From an optimization exercise on the open Yosys and OpenROAD flow, aimed at small area and a short achievable clock period; shortcuts taken in it are not production practice.
The RTL was checked by simulation tests, not by an equivalence proof against the original design.
Power figures rest on the tool's default switching activity, not on a simulated workload.

==> flow/design.v <==
module  fir(
	input clk,
	input rst_n,
	input enable,
	input [2:0] tap,		 
	input [15:0] data_in,
	output [17:0] data_out,
	output complete
);
reg [15:0] d1;			 
reg v1, v2, v3, done;		 
reg [5:2] ld;			 
reg [15:0] h1, h2;		 
reg [2:0] h2c;			 
reg [15:0] h3, h4, h5;		 
reg [17:0] e2s, e2c, b2c;	 
reg [17:0] p3, g3;		 
reg [17:0] result;
always @(posedge clk)
	d1 <= data_in;
always @(posedge clk or negedge rst_n) begin
	if (!rst_n) begin
		v1 <= 1'b0;
		v2 <= 1'b0;
		v3 <= 1'b0;
		done <= 1'b0;
		ld <= 4'b0;
	end else begin
		v1 <= enable;
		v2 <= v1;
		v3 <= v2;
		done <= v3;
		ld[2] <= enable & (tap > 3'd2);
		ld[3] <= enable & (tap > 3'd3);
		ld[4] <= enable & (tap > 3'd4);
		ld[5] <= enable & (tap > 3'd5);
	end
end
wire [12:0] h1x3_lo = {1'b0, h1[11:0]} + {h1[10:0], 1'b0};
wire [4:0] h1x3_c4 = {1'b0, h1[3:0]} + {h1[2:0], 1'b0};
wire [8:0] h1x3_c8 = {1'b0, h1[7:0]} + {h1[6:0], 1'b0};
wire [2:0] h1c = {h1x3_lo[12], h1x3_c8[8], h1x3_c4[4]};
wire [3:0] t0 = h2[3:0] + {h2[2:0], 1'b0};
wire [3:0] t1 = h2[7:4] + h2[6:3] + h2c[0];
wire [3:0] t2 = h2[11:8] + h2[10:7] + h2c[1];
wire [3:0] t3 = h2[15:12] + h2[14:11] + h2c[2];
wire [15:0] h2x3 = {t3, t2, t1, t0};
always @(posedge clk or negedge rst_n) begin
	if (!rst_n) begin
		h1 <= 0;
		h2 <= 0;
		h2c <= 0;
		h3 <= 0;
		h4 <= 0;
		h5 <= 0;
	end else begin
		if (v1) h1 <= d1;
		if (ld[2]) begin
			h2 <= h1;
			h2c <= h1c;
		end
		if (ld[3]) h3 <= h2x3;
		if (ld[4]) h4 <= h3;
		if (ld[5]) h5 <= h4;
	end
end
wire [17:0] o0 = {2'b0, d1};
wire [17:0] o1 = {2'b0, h1[14:0], 1'b0};
wire [17:0] o2 = {2'b0, h2[14:0], 1'b0};
wire [17:0] o3 = {2'b0, h3};
wire [17:0] o4 = {2'b0, h4};
wire [17:0] o5 = {2'b0, h5};
wire [17:0] a_s = o0 ^ o1 ^ o2;
wire [17:0] a_c = ((o0 & o1) | (o0 & o2) | (o1 & o2)) << 1;
wire [17:0] b_s = o3 ^ o4 ^ o5;
wire [17:0] b_c = ((o3 & o4) | (o3 & o5) | (o4 & o5)) << 1;
wire [17:0] e_s = a_s ^ a_c ^ b_s;
wire [17:0] e_c = ((a_s & a_c) | (a_s & b_s) | (a_c & b_s)) << 1;
always @(posedge clk) begin
	e2s <= e_s;
	e2c <= e_c;
	b2c <= b_c;
end
wire [17:0] f_s = e2s ^ e2c ^ b2c;
wire [17:0] f_c = ((e2s & e2c) | (e2s & b2c) | (e2c & b2c)) << 1;
always @(posedge clk) begin
	p3 <= f_s ^ f_c;
	g3 <= f_s & f_c;
end
wire [17:0] gg1 = g3 | (p3 & {g3[16:0], 1'b0});
wire [17:0] pp1 = p3 & {p3[16:0], 1'b0};
wire [17:0] gg2 = gg1 | (pp1 & {gg1[15:0], 2'b0});
wire [17:0] pp2 = pp1 & {pp1[15:0], 2'b0};
wire [17:0] gg3 = gg2 | (pp2 & {gg2[13:0], 4'b0});
wire [17:0] pp3 = pp2 & {pp2[13:0], 4'b0};
wire [17:0] gg4 = gg3 | (pp3 & {gg3[9:0], 8'b0});
wire [17:0] pp4 = pp3 & {pp3[9:0], 8'b0};
wire [17:0] gg5 = gg4 | (pp4 & {gg4[1:0], 16'b0});
wire [17:0] sum = p3 ^ {gg5[16:0], 1'b0};
always @(posedge clk or negedge rst_n) begin
	if (!rst_n)
		result <= 0;
	else if (v3)
		result <= sum;
end
assign data_out = result;
assign complete = done;
endmodule
Settings: LEC_CHECK=0, CAP_MARGIN=20, CORE_MARGIN=2, CORE_UTILIZATION=40, CTS_BUF_LIST=sky130_fd_sc_hd__clkbuf_8, SETUP_SLACK_MARGIN=2.25, SLEW_MARGIN=20, TNS_END_PERCENT=5; clock period 4.0 ns.
standard.sh (not shown) runs the stock make flow with config.mk's settings and CLKGATE_MAP_FILE= SYNTH_SCRIPT=/design/flow/synth_recipe.tcl, a recipe that flattens the netlist after the stock synthesis.
==> flow/flow/run.sh <==
#!/bin/bash
# The standard ORFS layout (the same make call and settings as
# standard.sh, including its synthesis script), with these changes:
#  - port buffers are buf_2 cells (buffer_ports picks delay cells by itself);
#  - Yosys synth runs with -noabc, so no generic abc pass runs before
#    extract_fa (fewer inverters around the adder cells);
#  - clock tree: clkbuf_8 buffers, sinks clustered in groups of up to 15,
#    and no dummy load cells.
# make's output goes to make.log and ORFS keeps each step's log under
# orfs/logs; write_def.log holds the DEF export.
set -euo pipefail
W=$(pwd)
make -C "$FLOW_HOME" DESIGN_CONFIG="$W/config.mk" WORK_HOME="$W/orfs" CLKGATE_MAP_FILE= \
  SYNTH_SCRIPT="$W/synth_recipe.tcl" \
  BUFFER_PORTS_ARGS="-buffer_cell sky130_fd_sc_hd__buf_2" \
  SYNTH_ARGS=-noabc \
  CTS_ARGS="-sink_clustering_enable -repair_clock_nets -buf_list sky130_fd_sc_hd__clkbuf_8 -dont_use_dummy_load -sink_clustering_size 15 -sink_clustering_max_diameter 100" \
  finish > "$W/make.log" 2>&1
R="$W/orfs/results/$FLOW_PLATFORM/fir/base"
: # left out here: write the final layout as DEF
The starting point produced a clean layout.
Edit:
--- a/flow/flow/run.sh
+++ b/flow/flow/run.sh
@@ -5,5 +5,6 @@
 #  - Yosys synth runs with -noabc, so no generic abc pass runs before
 #    extract_fa (fewer inverters around the adder cells);
-#  - clock tree: clkbuf_8 buffers, sinks clustered in groups of up to 15,
+#  - clock tree: clkbuf_8 buffers with a clkbuf_16 at the root, sinks
+#    clustered in groups of up to 18,
 #    and no dummy load cells.
 # make's output goes to make.log and ORFS keeps each step's log under
@@ -15,5 +16,5 @@
   BUFFER_PORTS_ARGS="-buffer_cell sky130_fd_sc_hd__buf_2" \
   SYNTH_ARGS=-noabc \
-  CTS_ARGS="-sink_clustering_enable -repair_clock_nets -buf_list sky130_fd_sc_hd__clkbuf_8 -dont_use_dummy_load -sink_clustering_size 15 -sink_clustering_max_diameter 100" \
+  CTS_ARGS="-sink_clustering_enable -repair_clock_nets -buf_list sky130_fd_sc_hd__clkbuf_8 -dont_use_dummy_load -root_buf sky130_fd_sc_hd__clkbuf_16 -sink_clustering_size 18 -sink_clustering_max_diameter 100" \
   finish > "$W/make.log" 2>&1
 R="$W/orfs/results/$FLOW_PLATFORM/fir/base"
Settings changed: SETUP_SLACK_MARGIN 2.25 to 1.9.
Effect:
- The new run completed with no timing, DRC or antenna violations
- core utilization is about the same
- sequential power stays flat
- power increases by 0.42%
- hold slack improves by 0.0076 ns

## re-timing with driven ports
The flow's constraints put no driver on any port. The routed layouts listed below were extracted and timed again, unchanged, in two steps. Step 1 (the two cells are an assumption about what drives the block):
set clk [get_ports {clk}]
set_driving_cell -lib_cell sky130_fd_sc_hd__clkbuf_16 $clk
set_driving_cell -lib_cell sky130_fd_sc_hd__buf_2 [delete_from_list [all_inputs] $clk]
Step 2 also shifts input and output timing later by t, the mid clock arrival at the registers, as if the neighbouring blocks saw the same clock. a / b / c = no drivers / after step 1 / after step 2; a / b = the first two.
run	shift t [ns]	setup WS [ns]	hold WS [ns]
the first run	0.524	2.149 / 2.115 / 2.223	0.337 / 0.328 / 0.337
the second run	0.485	2.193 / 2.153 / 2.218	0.345 / 0.345 / 0.345
After both steps every run listed still meets setup and hold.
